From an optimization exercise on the open Yosys and OpenROAD flow, aimed at small area; shortcuts taken in it are not production practice. At most, simulation tests tie the RTL to the original design; equivalence was not proved. Power is estimated from default activity; no workload was simulated. The clock port is modelled as an ideal driver; clocking choices that lean on that would not hold on a real chip.

lane 1:
==> module router, before the edit <==
module router(
    input clock, reset_n,
    input [7:0] frame_n, valid_n, di,
    output [7:0] dout, valido_n, frameo_n
);
    reg init;
    wire [39:0] wv;
    always @(posedge clock) if (!reset_n) init <= 1'b1; else if (wv[4:0] == 5'd31) init <= 1'b0;
    wire [7:0] pend, granted;
    wire [23:0] aq;
    wire [63:0] grant;            
    wire [7:0] we_all;
    wire [31:0] head_all;
    wire [39:0] m_all;
    wire [9:0] cact, cstr;
    wire [29:0] ctq;
    wire [39:0] cts;
    wire [79:0] cq;               
    wire [159:0] csd;             
    genvar i, q, s, c;
    generate
        for (c = 0; c < 10; c = c + 1) begin : g_dec
            for (q = 0; q < 8; q = q + 1) begin : g_dq
                assign cq[8*c + q] = cact[c] & cstr[c] & (ctq[3*c +: 3] == q);
            end
            for (s = 0; s < 16; s = s + 1) begin : g_ds
                assign csd[16*c + s] = (cts[4*c +: 4] == s);
            end
        end
        for (i = 0; i < 8; i = i + 1) begin : g_in
            wire [31:0] ra, rb;
            wire cur;
            wire st;
            ingress #(.SHARED(i < 5), .WRST(i == 0)) ip (.clock(clock), .reset_n(reset_n), .frame_n(frame_n[i]),
                .valid_n(valid_n[i]), .di(di[i]), .granted(granted[i]), .start(st),
                .pend(pend[i]), .aq(aq[3*i +: 3]), .w(wv[5*i +: 5]), .cur(cur), .ra(ra), .rb(rb));
            wire [7:0] g;
            assign granted[i] = |g;
            wire [3:0] hd;
            wire [4:0] m;
            for (q = 0; q < 8; q = q + 1) begin : g_g
                assign g[q] = grant[8*q + i];
            end
            assign st = |(g & we_all);
            sel8 #(.W(4)) sh (.s(g), .d(head_all), .y(hd));
            sel8 #(.W(5)) sm (.s(g), .d(m_all), .y(m));
            if (i < 6) begin : g_one
                selector #(.TWO(1), .OWNQ(i >= 5), .EXTCNT(i < 5), .LIVE(i < 3)) ch (.clock(clock), .reset_n(reset_n),
                    .start(st), .aq(aq[3*i +: 3]), .hd(hd), .m(m), .w(wv[5*i +: 5]),
                    .rsel(cur), .ra(rb), .rb(ra), .act(cact[i]), .tq(ctq[3*i +: 3]),
                    .ts(cts[4*i +: 4]), .stream(cstr[i]));
            end else begin : g_two
                selector #(.TWO(0), .OWNQ(1)) cha (.clock(clock), .reset_n(reset_n),
                    .start(st & cur), .aq(aq[3*i +: 3]), .hd(hd), .m(m), .w(wv[5*i +: 5]),
                    .rsel(1'b0), .ra(ra), .rb(ra), .act(cact[i]), .tq(ctq[3*i +: 3]),
                    .ts(cts[4*i +: 4]), .stream(cstr[i]));
                selector #(.TWO(0), .OWNQ(1)) chb (.clock(clock), .reset_n(reset_n),
                    .start(st & ~cur), .aq(aq[3*i +: 3]), .hd(hd), .m(m), .w(wv[5*i +: 5]),
                    .rsel(1'b0), .ra(rb), .rb(rb), .act(cact[i+2]), .tq(ctq[3*(i+2) +: 3]),
                    .ts(cts[4*(i+2) +: 4]), .stream(cstr[i+2]));
            end
        end
        for (q = 0; q < 8; q = q + 1) begin : g_q
            wire [7:0] req;
            for (i = 0; i < 8; i = i + 1) begin : g_r
                assign req[i] = pend[i] & (aq[3*i +: 3] == q);
            end
            for (i = 0; i < 8; i = i + 1) begin : g_w
                if (i == 0) assign grant[8*q] = req[0];
                else assign grant[8*q + i] = req[i] & ~|req[i-1:0];
            end
            wire [9:0] cqq;
            for (c = 0; c < 10; c = c + 1) begin : g_c
                assign cqq[c] = cq[8*c + q];
            end
            fifo3 f (.clock(clock), .reset_n(reset_n), .init(init), .req(req),
                .cq(cqq), .csd(csd), .we(we_all[q]),
                .head(head_all[4*q +: 4]), .m(m_all[5*q +: 5]),
                .dout(dout[q]), .valido_n(valido_n[q]));
            assign frameo_n[q] = valido_n[q];
        end
    endgenerate
endmodule
export LEC_CHECK = 0
export CAP_MARGIN = 20
export CORE_MARGIN = 2
export CORE_UTILIZATION = 50
export SLEW_MARGIN = 30
create_clock -name core_clock -period 12.0 [get_ports {clock}]
standard.sh (not shown) runs the stock make flow with config.mk's settings and CLKGATE_MAP_FILE= SYNTH_SCRIPT=/design/flow/synth_recipe.tcl, a recipe that flattens the netlist after the stock synthesis.
==> flow/flow/run.sh <==
#!/bin/bash
# The standard layout (standard.sh), with two changes:
#  - synthesis maps the logic with an area-oriented ABC script
#    (strash; dch -f; amap -m) instead of ORFS's delay-oriented one; every step
#    before it, flip-flop mapping included, is unchanged, so the registers are
#    the standard synthesis's;
#  - the clock tree is built from sink clusters of up to 32 flip-flops within
#    80 um, driven by clkbuf_16, without dummy loads.
set -eo pipefail
rm -rf scripts_abc
cp -r "$FLOW_HOME/scripts" scripts_abc
printf 'strash\ndch -f\namap -m\n' > scripts_abc/abc_speed.script
export SCRIPTS_DIR="$PWD/scripts_abc"
export CTS_ARGS="-sink_clustering_enable -repair_clock_nets -sink_clustering_size 36 -sink_clustering_max_diameter 70 -buf_list sky130_fd_sc_hd__clkbuf_16 -dont_use_dummy_load"
bash standard.sh > standard.log 2>&1
The following lists how lane 2 was set up differently from lane 1:
-- flow/design.v --
<<< lane 1, line 178
        for (c = 0; c < 10; c = c + 1) begin : g_dec
            for (q = 0; q < 8; q = q + 1) begin : g_dq
                assign cq[8*c + q] = cact[c] & cstr[c] & (ctq[3*c +: 3] == q);
            end
            for (s = 0; s < 16; s = s + 1) begin : g_ds
                assign csd[16*c + s] = (cts[4*c +: 4] == s);
            end
        end
>>> lane 2, line 178
        for (c = 0; c < 10; c = c + 1) begin : g_dec
            for (q = 0; q < 8; q = q + 1) begin : g_dq
                assign cq[8*c + q] = cact[c] & (ctq[3*c +: 3] == q);
            end
            for (s = 0; s < 16; s = s + 1) begin : g_ds
                assign csd[16*c + s] = (cts[4*c +: 4] == s) & cstr[c];
            end
        end
[summary]
- Lane 2 vs. lane 1: minimum clock period decreased by 0.095 ns relative to the old numbers, non-clock buffer count down 102, portion of total power attributed to the clock network went up.
- The power density relative to cell area reported for lane 2 is greater than that of lane 1 by 1.9 nW/um^2.
- Of lane 2 and lane 1, lane 1 shows the lower area occupied by multi-input gates, with lane 2 above it.
For lane 1, only the layout was checked, not whether the RTL still works.

static timing again, ports no longer ideal:
How much do the figures lean on ideal ports? The routed layouts below were timed once more, with nothing changed but the port constraints. Step 1 assumes that a clkbuf_16 drives the clock port and a buf_2 every other input. Step 2 times the ports against the registers' clock, not the clock port: input delays grow and output delays shrink by t, the midpoint of the rising clock arrivals with the driver on. Slacks: ideal / step 1 / step 2; pairs: ideal / step 1.
run	t (ns)	setup WS [ns]	hold WS [ns]
lane 1	0.939	5.925 / 5.825 / 5.943	0.240 / 0.240 / 0.240
lane 2	0.929	6.020 / 5.923 / 6.596	0.173 / 0.173 / 0.173
After both steps every run listed still meets setup and hold.
